What follows belongs to an exercise in optimizing a design on an open flow for small area; a production flow would make more cautious choices. Only simulation tests tie the RTL to the original design; equivalence was not proved. Power is estimated from default activity; no workload was simulated.

## flow/run.sh

```bash
#!/bin/bash
# synth_recipe.tcl (not shown) runs the flow's synth.tcl, then flattens the netlist and writes it again
# the make line also repeats each setting of config.mk as NAME=value (left out here)
make -C /OpenROAD-flow-scripts/flow DESIGN_CONFIG=/design/flow/config.mk WORK_HOME=/design/flow/orfs CLKGATE_MAP_FILE= SYNTH_SCRIPT=/design/flow/synth_recipe.tcl finish
```

## flow/config.mk

```make
export PLATFORM = sky130hd
export DESIGN_NAME = Frankie
export DESIGN_NICKNAME = Frankie
export VERILOG_FILES = /design/flow/design.v
export SDC_FILE = /design/flow/constraint.sdc
export NUM_CORES = 4
export LEC_CHECK = 0
export CAP_MARGIN = 20
export CORE_MARGIN = 2
export CORE_UTILIZATION = 40
export PLACE_DENSITY = 0.6
export SLEW_MARGIN = 20
```

## flow/constraint.sdc

```tcl
create_clock -name core_clock -period 8.0 [get_ports {clock}]
set_input_delay 1.6000 -clock core_clock [delete_from_list [all_inputs] [get_ports {clock}]]
set_output_delay 1.6000 -clock core_clock [all_outputs]
set_load 0.01 [all_outputs]
```

## flow/design.v

```verilog
`timescale 1ns / 1ps
module Frankie(
	input clock,
	input reset,
	input [15:0] io_in,
	output [15:0] io_out,
	output [15:0] mem_addr,
	output [15:0] mem_wdata,
	output mem_we,
	input [15:0] mem_rdata
	);
	reg [2:0] st;
	reg kern;             
	reg [15:0] pc, sp, mary, shel, ra, copc, comary, io_q;
	reg [15:2] ir;
	reg comp;
	wire sF = (st == 3'd0);
	wire sD = (st == 3'd1);
	wire sE1 = (st == 3'd2);
	wire sE2 = (st == 3'd3);
	wire sK = (st == 3'd4);
	wire [4:0] op = ir[14:10];
	wire f = ir[15];
	wire [7:0] imm = ir[9:2];
	wire io = &imm;
	wire [15:0] zimm = {8'b0, imm};
	wire [15:0] simm = {{8{imm[7]}}, imm};
	wire [15:0] memval = io ? io_in : mem_rdata;
	wire o_aput = (op == 5'd0);
	wire o_sput = (op == 5'd1);
	wire o_aadd = (op == 5'd2);
	wire o_asub = (op == 5'd3);
	wire o_spek = (op == 5'd4);
	wire o_spop = (op == 5'd5);
	wire o_rpop = (op == 5'd6);
	wire o_jimm = (op == 5'd7);
	wire o_jacc = (op == 5'd8);
	wire o_jcmp = (op == 5'd9);
	wire o_jret = (op == 5'd10);
	wire o_jfnc = (op == 5'd11);
	wire o_cequ = (op == 5'd12);
	wire o_cles = (op == 5'd13);
	wire o_cgre = (op == 5'd14);
	wire o_lorr = (op == 5'd15);
	wire o_land = (op == 5'd16);
	wire o_shfl = (op == 5'd17);
	wire o_shfr = (op == 5'd18);
	wire o_load = (op == 5'd19);
	wire o_stor = (op == 5'd20);
	wire o_bkac = (op == 5'd21);
	wire o_bkra = (op == 5'd22);
	wire o_swap = (op == 5'd23);
	wire o_cmp = o_cequ | o_cles | o_cgre;
	wire o_push = o_sput | o_bkac | o_bkra;
	wire two = o_aadd | o_asub | o_spek | o_spop | o_rpop | o_cmp | o_lorr |
	           o_land | o_shfl | o_shfr | o_load;
	wire [15:0] B = f ? shel : zimm;
	wire [15:0] sum = mary + (o_aadd ? B : ~B) + {15'b0, ~o_aadd};
	wire zero = (sum == 16'd0);
	wire big = |B[15:4];
	wire [15:0] shin = o_shfl ? mary : {mary[0], mary[1], mary[2], mary[3], mary[4], mary[5], mary[6], mary[7],
	                                    mary[8], mary[9], mary[10], mary[11], mary[12], mary[13], mary[14], mary[15]};
	wire [15:0] shv = big ? 16'd0 : (shin << B[3:0]);
	wire [15:0] shout = o_shfl ? shv : {shv[0], shv[1], shv[2], shv[3], shv[4], shv[5], shv[6], shv[7],
	                                    shv[8], shv[9], shv[10], shv[11], shv[12], shv[13], shv[14], shv[15]};
	reg [15:0] alu;
	always @* begin
		if (o_lorr) alu = mary | B;
		else if (o_land) alu = mary & B;
		else if (o_shfl | o_shfr) alu = shout;
		else alu = sum;
	end
	wire [15:0] padd = pc + (sF ? 16'd1 : (o_jacc ? {mary[11:0], 4'b0} : simm));
	wire [15:0] sadd = sp + (sE2 ? 16'hffff : (o_spek ? {simm[13:0], 2'b00} : 16'd1));
	reg [15:0] addr;
	always @* begin
		addr = pc;
		if (sE1) begin
			if (o_push | o_spek) addr = sadd;
			else if (o_spop | o_rpop) addr = sp;
			else if (o_load | o_stor) addr = f ? shel : zimm;
		end
	end
	assign mem_addr = addr;
	assign mem_we = sE1 & (o_stor | o_push) & ~io;
	assign mem_wdata = o_bkra ? ra : o_sput ? zimm : (o_bkac & f) ? shel : mary;
	assign io_out = io_q;
	wire ret = (pc == 16'd255);
	wire intr = (io_in != 16'd0) & ~kern & ~sK;
	wire nokern = ~kern & ~sK;
	always @(posedge clock) begin
		if (reset) begin
			st <= 3'd0;
			kern <= 1'b0;
		end else begin
			if (intr) st <= 3'd4;
			else if (sF) st <= 3'd1;
			else if (sD) st <= 3'd2;
			else if (sE1 & two) st <= 3'd3;
			else st <= 3'd0;
			if (sK) kern <= 1'b1;
		end
	end
	always @(posedge clock) begin
		if (nokern) begin
			copc <= pc;
			comary <= mary;
		end
	end
	always @(posedge clock) begin
		if (sD) ir <= mem_rdata[15:2];
	end
	always @(posedge clock) begin
		if (reset) io_q <= 16'd0;
		else if (sE1 & o_stor & io) io_q <= mary;
	end
	always @(posedge clock) begin
		if (reset) pc <= 16'd0;
		else if (sF) pc <= ret ? copc : padd;
		else if (sK) pc <= 16'd254;
		else if (sE1) begin
			if (o_jret) pc <= ra;
			else if (o_jacc) pc <= f ? padd : mary;
			else if (o_jimm | o_jfnc | (o_jcmp & comp)) pc <= f ? padd : zimm;
		end
	end
	always @(posedge clock) begin
		if (reset) sp <= 16'd0;
		else if ((sE1 & o_push) | (sE2 & (o_spop | o_rpop))) sp <= sadd;
	end
	always @(posedge clock) begin
		if (reset) mary <= 16'd0;
		else if (sF & ret) mary <= comary;
		else if (sE1 & o_aput & ~f) mary <= simm;
		else if (sE1 & o_swap) mary <= shel;
		else if (sE2 & (((o_spek | o_spop) & ~f) | o_load)) mary <= memval;
		else if (sE2 & (o_aadd | o_asub | o_lorr | o_land | o_shfl | o_shfr)) mary <= alu;
	end
	always @(posedge clock) begin
		if (reset) shel <= 16'd0;
		else if (sE1 & o_aput & f) shel <= simm;
		else if (sE1 & o_swap) shel <= mary;
		else if (sE2 & (o_spek | o_spop) & f) shel <= memval;
	end
	always @(posedge clock) begin
		if (reset) ra <= 16'd0;
		else if (sE1 & o_jfnc) ra <= pc;
		else if (sE2 & o_rpop) ra <= memval;
	end
	always @(posedge clock) begin
		if (reset) comp <= 1'b0;
		else if (sE2 & o_cmp)
			comp <= o_cequ ? zero : o_cles ? sum[15] : (~sum[15] & ~zero);
	end
endmodule
```

==> results of run 1 <==
## layout make-up
cell class	instances	area (um^2)
well taps	396	495
diodes	1	2.50
multi-input cells	1295	8430
fillers	3085	16600
clock inverters	15	125
flip-flops and latches	147	3400
clock buffers	17	425
inverters	16	60.1
repair buffers	113	1050
## worst register-to-register path: cells and delay by family, from the launching register on
family / cells / cell delay, ps
AOI/OAI and AO/OA: 9 / 2250
and+or+nand+nor: 3 / 1210
DFF: 1 / 840
adders and majority gates: 1 / 530
xor gates and xnor gates: 1 / 160
## power by group
part	switching [mW]	total, mW	leakage [nW]	internal [mW]
Clock	0.371	0.776	0.270	0.405
Combinational	0.410	0.690	3.51	0.281
Sequential	0.134	0.993	1.28	0.859
## flip-flops by register name (all words and copies together) (netlist names), 3 cells and up
register	count
comary	16
ir	14
ra	16
copc	16
pc	16
io_q	16
mary	16
st	3
sp	16
shel	16
## layer usage
layer / track usage / up-vias / share of wire
met4: 0.168 / 2 / 0.058
li1: - / 5916 / -
met3: 0.0732 / 178 / 0.11
met1: 0.417 / 6219 / 0.40
met5: 0 / - / 0.00025
met2: 0.474 / 860 / 0.42
## through the flow
| stage | cells | worst slack, ps | power [mW] |
|---|---|---|---|
| detailed placement | 1967 | 1620 | 1.67 |
| floorplan | 1583 | 2710 | 1.39 |
| finish | 2000 | 1090 | 2.46 |
| global route | 1999 | 624 | 2.56 |
| global placement | 1967 | 1710 | 1.67 |
| CTS | 1999 | 1110 | 2.44 |
## kinds of logic after synthesis
kind of cell	count (synthesis)
AND/OR/NAND/NOR	593
XOR/XNOR	52
flip-flops	147
adder cells (fa/ha/maj)	51
AO/OA/AOI/OAI	506
multiplexers	93
buffers and inverters	141
## layout by cell type, fill, tap and decap left out, types with 15 or more instances in the layout
master	netlist	routed
nor3_1	43	43
clkdlybuf4s50_1	0	81
nor2_1	197	193
a211oi_1	45	45
or3_1	15	15
o21ai_0	107	107
xnor2_1	38	38
buf_4	6	32
a21oi_1	138	137
a221oi_1	28	28
nand2_1	192	192
nand3_1	27	27
inv_1	15	15
mux2i_1	64	64
o211ai_1	24	24
edfxtp_1	46	46
dfxtp_1	101	101
ha_1	48	48
clkbuf_16	0	17
## worst paths after layout
check	to	depth (start not counted)
setup / recovery	mem_addr[14]	16
hold / removal	io_q[4]$_SDFFE_PP0P_	2
setup reg to reg	comp$_SDFFE_PP0P_	14
hold reg to reg	io_q[4]$_SDFFE_PP0P_	2
==> impl_metrics.toml, run 1 <==
[floorplanning]
rows = 64
io_pins = 83
initial_core_util = 0.405
die_w_um = 180
dieArea_um2 = 32400
coreArea_um2 = 30600
die_h_um = 180

[clock_tree]
h-tree-depth = 4
clk_latency_ps = 450
clk_path_buf_depth = 2
cts_made_buffers = 17
cts_resized = 0
clk_pin_slew_ps = 70
cts_sinks = 147
cts_tree = "yes"
post_cts_buffers = 0
holdBufCountCts = 0
clockRootBuffer = "clkbuf_16"

[route]
avgRoutedWirePerCell_um = 26.1
num_vias = 13200
routed_wl_um = 52200
antenna_left = 0
initialDrtViolationCount = 2138
route.detailed.drc = 0
post_drt_via_cell_ratio = 6.59
dr.pass1.iters = 7

[global_routing]
grt-ovfl-total = 0
antenna_found_initial = 2
grt_first_pass_wirelength_um = 77800
grt_pass1_vias = 12200
grt_max_degree = 76
track_usage = 0.314

[layout]
area_growth_pct = 12.9
final_core_util = 0.458
design_area_um2 = 14000
final_nets = 1675
layout-drive-gt1-share = 0.0892

[timing]
relSlewSlack = 0.187
setup_violations = 0
timing.hold.ws_ps = 453
worstMarginPinSlew_ps = 1220
drv_slew = 0
finalClockSkew_ps = 12.9
min_period_over_period = 0.864
fin_crit_ps = 6910
finalHoldViolations = 0
setup_tns_ps = 0
rsz0062_at_grt = "no"
max_freq_mhz = 145

[synthesis]
synth.yosys.seq_area_share = 0.274
muxShareOfSynthArea = 0.0918
synth_top_area_share = 0.163
postSynthRegisterBits = 147
synth_top_family_by_area = "compound AO/OA/AOI/OAI gates"
yosysTopAreaCell = "dfxtp_1"
synth_ff_type = "dfxtp_1"
yosysMostFrequentCell = "nor2_1"
syn_nets = 1668
synth.cell_area_um2 = 12400
synth_async_sr_flop_share = 0
synth_area_per_cell_um2 = 7.83
synthTopCellsByArea = "dfxtp_1 16%, edfxtp_1 11%, nor2_1 6.0%, nand2_1 5.8%, a21oi_1 5.6%"
ys_top_cells_by_count = "197 x nor2_1, 192 x nand2_1, 138 x a21oi_1"
synth_warnings = 1
netlist_instances = 1583
synth_edf_count = 46
synthDistinctLibCells = 95
synth-compound-area-share = 0.270
synth_fa_ha_area_frac = 0.0533
synth-simple-area-share = 0.224
synth_xor_area_frac = 0.0367

[pwr]
powerDensity_nw_per_um2 = 176
ir_drop_v = 0.000163
leakage_nw = 5.06

[critical_path]
path_buf_inv = 2
end_kind = "output pin"
cp_cell_sequence = "or3b_2 -> nor3_2 -> nand2_1 -> ha_1 -> inv_1 -> fa_1 -> nor2b_1 -> o21ai_0 -> a21boi_0 -> o21ai_0 -> a211oi_1 -> o31ai_1 -> o21ai_0 -> mux2i_1 -> a211o_1 -> clkdlybuf4s50_1"
crit_top_cell = "o21ai_0"
reg2reg_from = "ir[11]$_DFFE_PP_"
arrival_ps = 5310
worstPathRequired_ps = 6400
crit_start = "ir[13]$_DFFE_PP_"
start_kind = "register"
slowest_delay_ps = 650
cp_max_fo = 14
path_class = "register to output pin"
cpLargestDelayFamily = "compound AO/OA/AOI/OAI gates"
slowest_stage = "edfxtp_1"
rrSetupSlack_ps = 2880

[min_path]
min_path_type = "register to register"
hold_start = "io_q[4]$_SDFFE_PP0P_"

[place]
post-dp-hpwl_um = 37500
place_area_um2 = 13400
gp_congestion = 0.998
port_buffers = 82

[run_status]
status = "complete, no violations"

[flow_run]
timing.max_cap.violations = 0
==> run 2: changes to the inputs <==
--- a/flow/design.v
+++ b/flow/design.v
@@ -52,10 +52,50 @@
 	wire o_swap = (op == 5'd23);
 	wire o_cmp = o_cequ | o_cles | o_cgre;
 	wire o_push = o_sput | o_bkac | o_bkra;
-	wire two = o_aadd | o_asub | o_spek | o_spop | o_rpop | o_cmp | o_lorr |
+	wire o_pop = o_spop | o_rpop;
+	wire o_jimmlike = o_jimm | o_jfnc | o_jcmp;
+	wire two = o_aadd | o_asub | o_spek | o_pop | o_cmp | o_lorr |
 	           o_land | o_shfl | o_shfr | o_load;
 	wire [15:0] B = f ? shel : zimm;
-	wire [15:0] sum = mary + (o_aadd ? B : ~B) + {15'b0, ~o_aadd};
+	reg [15:0] aop, xop;
+	reg cin;
+	always @* begin
+		aop = 16'd0;
+		xop = 16'd0;
+		cin = 1'b0;
+		if (sE2) begin
+			if (o_pop) begin
+				aop = sp;
+				xop = 16'hffff;
+			end else begin
+				aop = mary;
+				xop = o_aadd ? B : ~B;
+				cin = ~o_aadd;
+			end
+		end else if (sE1) begin
+			if (o_push) begin
+				aop = sp;
+				cin = 1'b1;
+			end else if (o_spek) begin
+				aop = sp;
+				xop = {simm[13:0], 2'b00};
+			end else if (o_pop) begin
+				aop = sp;
+			end else if (o_jacc) begin
+				aop = f ? pc : 16'd0;
+				xop = f ? {mary[11:0], 4'b0} : mary;
+			end else if (o_jret) begin
+				xop = ra;
+			end else begin
+				aop = f ? pc : 16'd0;
+				xop = f ? simm : zimm;
+			end
+		end else begin
+			aop = pc;
+			cin = 1'b1;
+		end
+	end
+	wire [15:0] sum = aop + xop + {15'b0, cin};
 	wire zero = (sum == 16'd0);
 	wire big = |B[15:4];
 	wire [15:0] shin = o_shfl ? mary : {mary[0], mary[1], mary[2], mary[3], mary[4], mary[5], mary[6], mary[7],
@@ -70,18 +110,8 @@
 		else if (o_shfl | o_shfr) alu = shout;
 		else alu = sum;
 	end
-	wire [15:0] padd = pc + (sF ? 16'd1 : (o_jacc ? {mary[11:0], 4'b0} : simm));
-	wire [15:0] sadd = sp + (sE2 ? 16'hffff : (o_spek ? {simm[13:0], 2'b00} : 16'd1));
-	reg [15:0] addr;
-	always @* begin
-		addr = pc;
-		if (sE1) begin
-			if (o_push | o_spek) addr = sadd;
-			else if (o_spop | o_rpop) addr = sp;
-			else if (o_load | o_stor) addr = f ? shel : zimm;
-		end
-	end
-	assign mem_addr = addr;
+	wire memop = o_push | o_spek | o_pop | o_load | o_stor;
+	assign mem_addr = (sE1 & memop) ? ((o_load | o_stor) ? B : sum) : pc;
 	assign mem_we = sE1 & (o_stor | o_push) & ~io;
 	assign mem_wdata = o_bkra ? ra : o_sput ? zimm : (o_bkac & f) ? shel : mary;
 	assign io_out = io_q;
@@ -116,17 +146,13 @@
 	end
 	always @(posedge clock) begin
 		if (reset) pc <= 16'd0;
-		else if (sF) pc <= ret ? copc : padd;
+		else if (sF) pc <= ret ? copc : sum;
 		else if (sK) pc <= 16'd254;
-		else if (sE1) begin
-			if (o_jret) pc <= ra;
-			else if (o_jacc) pc <= f ? padd : mary;
-			else if (o_jimm | o_jfnc | (o_jcmp & comp)) pc <= f ? padd : zimm;
-		end
+		else if (sE1 & (o_jret | o_jacc | o_jimm | o_jfnc | (o_jcmp & comp))) pc <= sum;
 	end
 	always @(posedge clock) begin
 		if (reset) sp <= 16'd0;
-		else if ((sE1 & o_push) | (sE2 & (o_spop | o_rpop))) sp <= sadd;
+		else if ((sE1 & o_push) | (sE2 & o_pop)) sp <= sum;
 	end
 	always @(posedge clock) begin
 		if (reset) mary <= 16'd0;
==> flow/flow/run.sh (new file) <==
#!/bin/bash
# Own flow: the standard layout, except that synthesis maps the logic with an
# area-oriented ABC script (flow/synth.tcl, flow/area.abc).
set -euo pipefail
W=$(pwd)
bash standard.sh SYNTH_SCRIPT=$W/flow/synth.tcl synth > $W/synth.log 2>&1
grep -q "abc with script" orfs/logs/*/Frankie/base/1_2_yosys.log
# the rest of the standard layout
bash standard.sh finish > $W/layout.log 2>&1
==> flow/flow/area.abc (new file) <==
strash; &get -n; &deepsyn -T 40; &put; dch -f; amap; topo; stime -c
==> flow/flow/synth.tcl (new file) <==
# The standard synthesis (synth_recipe.tcl), with ABC's technology mapping run on an
# area-oriented script (area.abc beside this file) instead of ORFS's speed script.
# Registers are mapped before ABC runs, so their names and cells are unchanged.
proc synth {args} { yosys synth -nofsm -noshare {*}$args }
set ::area_abc [file join [file dirname [file normalize [info script]]] area.abc]
proc abc {args} {
  set i [lsearch -exact $args -script]
  if {$i >= 0} {
    set args [lreplace $args [expr {$i + 1}] [expr {$i + 1}] $::area_abc]
  }
  puts "abc with script $::area_abc"
  yosys abc {*}$args
}
source $::env(SCRIPTS_DIR)/synth.tcl
# left out here: clear keep_hierarchy, flatten, clean up, hide names made inside functions, write 1_2_yosys.v
==> flow/standard.sh (new file) <==
#!/bin/bash
# synth_recipe.tcl (not shown) runs the flow's synth.tcl, then flattens the netlist and writes it again
# the make line also repeats each setting of config.mk as NAME=value (left out here)
make -C /OpenROAD-flow-scripts/flow DESIGN_CONFIG=/design/flow/config.mk WORK_HOME=/design/flow/orfs CLKGATE_MAP_FILE= SYNTH_SCRIPT=/design/flow/synth_recipe.tcl "${@:-finish}"
removed: flow/run.sh
==> run 2 against run 1 <==
Compared with the run above:
- die area fell by 28%
- clock power increased by 15%
- synthesized cell count down 28%
- critical path type unchanged
- count of clock-buffer cells in the layout up 3
- core utilization is 6.6 points higher
- area after synthesis fell by 28%
==> impl_metrics.toml, run 2 <==
[timing]
max_freq_mhz = 131
fin_crit_ps = 7610
relSlewSlack = 0.189
finalClockSkew_ps = 13.6
drv_slew = 0
min_period_over_period = 0.952
worstMarginPinSlew_ps = 1200
setup_violations = 0
finalHoldViolations = 0

[synthesis]
yosysTopAreaCell = "dfxtp_1"
synthTopCellsByArea = "dfxtp_1 23%, edfxtp_1 16%, o22ai_1 8.3%, nor2_1 7.9%, clkinv_1 7.4%"
yosysMostFrequentCell = "nor2_1"
netlist_instances = 1147
synth_ff_type = "dfxtp_1"
synth_warnings = 1
ys_top_cells_by_count = "188 x nor2_1, 175 x clkinv_1, 118 x o22ai_1"
synth_edf_count = 46
postSynthRegisterBits = 147
synth_async_sr_flop_share = 0
synthDistinctLibCells = 42
synth_area_per_cell_um2 = 7.76
syn_nets = 1197
synth_top_area_share = 0.227
synth.cell_area_um2 = 8900
synth.yosys.seq_area_share = 0.383

[critical_path]
start_kind = "register"
cp_max_fo = 9
path_class = "register to output pin"
cpLargestDelayFamily = "compound AO/OA/AOI/OAI gates"
path_buf_inv = 11
slowest_delay_ps = 600
end_kind = "output pin"
worstPathRequired_ps = 6400
crit_top_cell = "buf_4"
arrival_ps = 6010
slowest_stage = "clkdlybuf4s50_1"

[pwr]
powerDensity_nw_per_um2 = 203
leakage_nw = 3.93
ir_drop_v = 0.000145
p_total_mw = 2.32

[global_routing]
antenna_found_initial = 0
grt-ovfl-total = 0
grt_pass1_vias = 10500
track_usage = 0.400
grt_max_degree = 27
grt_first_pass_wirelength_um = 69500

[clock_tree]
clk_latency_ps = 440
h-tree-depth = 4
clk_pin_slew_ps = 70
cts_made_buffers = 17
clk_path_buf_depth = 2
cts_tree = "yes"
cts_sinks = 147
clockRootBuffer = "clkbuf_16"

[floorplanning]
initial_core_util = 0.408
die_w_um = 153
io_pins = 83
coreArea_um2 = 21800
dieArea_um2 = 23400
rows = 54
die_h_um = 153

[layout]
fillers = 2164
layout-drive-gt1-share = 0.105
layout_common_cells = "178 x nor2_1, 168 x clkinv_1, 118 x o22ai_1, 101 x dfxtp_1, 83 x buf_4"
mostFrequentLayoutCell = "nor2_1"
area_growth_pct = 28.4
final_nets = 1383
diodes = 0
design_area_um2 = 11400
final_core_util = 0.524

[route]
antenna_left = 0
avgRoutedWirePerCell_um = 29.5
post_drt_via_cell_ratio = 6.81
route.detailed.drc = 0
dr.pass1.iters = 8
initialDrtViolationCount = 1460
num_vias = 11100
routed_wl_um = 47900

[place]
place_area_um2 = 10600
gp_congestion = 1.06
port_buffers = 82
post-dp-hpwl_um = 37000

[min_path]
min_path_type = "register to register"

[run_status]
status = "complete, no violations"

[flow_run]
timing.max_cap.violations = 0
## run 2: routing by layer
layer / global-route usage / routed length, um / vias to the layer above
met4: 0.209 / 2800 / 0
met5: 0 / 0 / -
li1: - / - / 4794
met1: 0.525 / 18600 / 5287
met3: 0.0910 / 5590 / 163
met2: 0.615 / 20900 / 821
## run 2: area by class of cell
type	instances	area, um^2	share of cell area
multi-input cells	825	4910	0.430
flip-flops and latches	147	3400	0.298
clock buffers	20	489	0.0428
clock inverters	11	138	0.0120
well taps	280	350	0.0307
repair buffers	167	1460	0.128
inverters	175	676	0.0591
## run 2: where the power goes
group | switching, mW | internal [mW]
Combinational | 0.353 | 0.189
Sequential | 0.0433 | 0.842
Clock | 0.377 | 0.512
Total | 0.773 | 1.54
## run 2: repair_timing
action                                  4_1_cts  5_1_grt
pin swaps                                     1        5
gates resized for setup                      13       24
hold buffers                                  0        0
buffers inserted                              8        6
endpoints found under the setup margin        3        6
## run 2: cells by family (layout without fill, tap and decap cells)
group,count (synthesis),after routing,share of synthesized area
AO/OA/AOI/OAI,458,458,0.354
flip-flops,147,147,0.383
buffers and inverters,175,373,0.0738
adder cells (fa/ha/maj),16,16,0.0242
AND/OR/NAND/NOR,351,351,0.166
## run 2: final timing paths
| kind | slack [ps] | from | end | cells past startpoint |
|---|---|---|---|---|
| worst min register to register | 450 | copc[11]$_DFFE_PP_ | pc[11]$_SDFFE_PP0P_ | 2 |
| worst min-delay path | 450 | copc[11]$_DFFE_PP_ | pc[11]$_SDFFE_PP0P_ | 2 |
| worst max-delay path | 390 | ir[11]$_DFFE_PP_ | mem_addr[12] | 35 |
| worst max register to register | 1710 | ir[11]$_DFFE_PP_ | mary[15]$_SDFFE_PP0P_ | 42 |
## run 2: through the flow
step | setup slack [ps] | cells | setup TNS, ps | hold slack (ps)
after floorplan | 29.6 | 1147 | 0 | 425
after global placement | 190 | 1579 | 0 | 432
after detailed placement | 26.5 | 1579 | 0 | 440
after CTS | 25.8 | 1618 | 0 | 455
after global routing | -10.9 | 1625 | -20.1 | 465
final | 387 | 1625 | 0 | 447
## run 2: worst reg2reg max path, delay by kind of cell, from the launching register on
family | cells | cell delay [ps]
buffers and inverters | 9 | 1000
adders and majority gates | 1 | 270
and+or+nand+nor | 18 | 1750
AOI/OAI and AO/OA | 14 | 2640
DFF | 1 | 460

static timing again, ports no longer ideal:
How much do the figures lean on ideal ports? The routed layouts below were timed once more, with nothing changed but the port constraints. Step 1 assumes that a clkbuf_16 drives the clock port and a buf_2 every other input. Step 2 also shifts input and output timing later by t, the mid clock arrival at the registers, as if the neighbouring blocks saw the same clock. Three values: ideal ports, drivers, drivers and shift; two values: the first two.
run | t, ns | setup WS [ns] | worst slew at a driven data input, ns
run 1 | 0.494 | 1.089 / 1.038 / 1.533 | 0.05
run 2 | 0.478 | 0.387 / 0.337 / 0.816 | 0.06
After both steps every run listed still meets setup and hold.
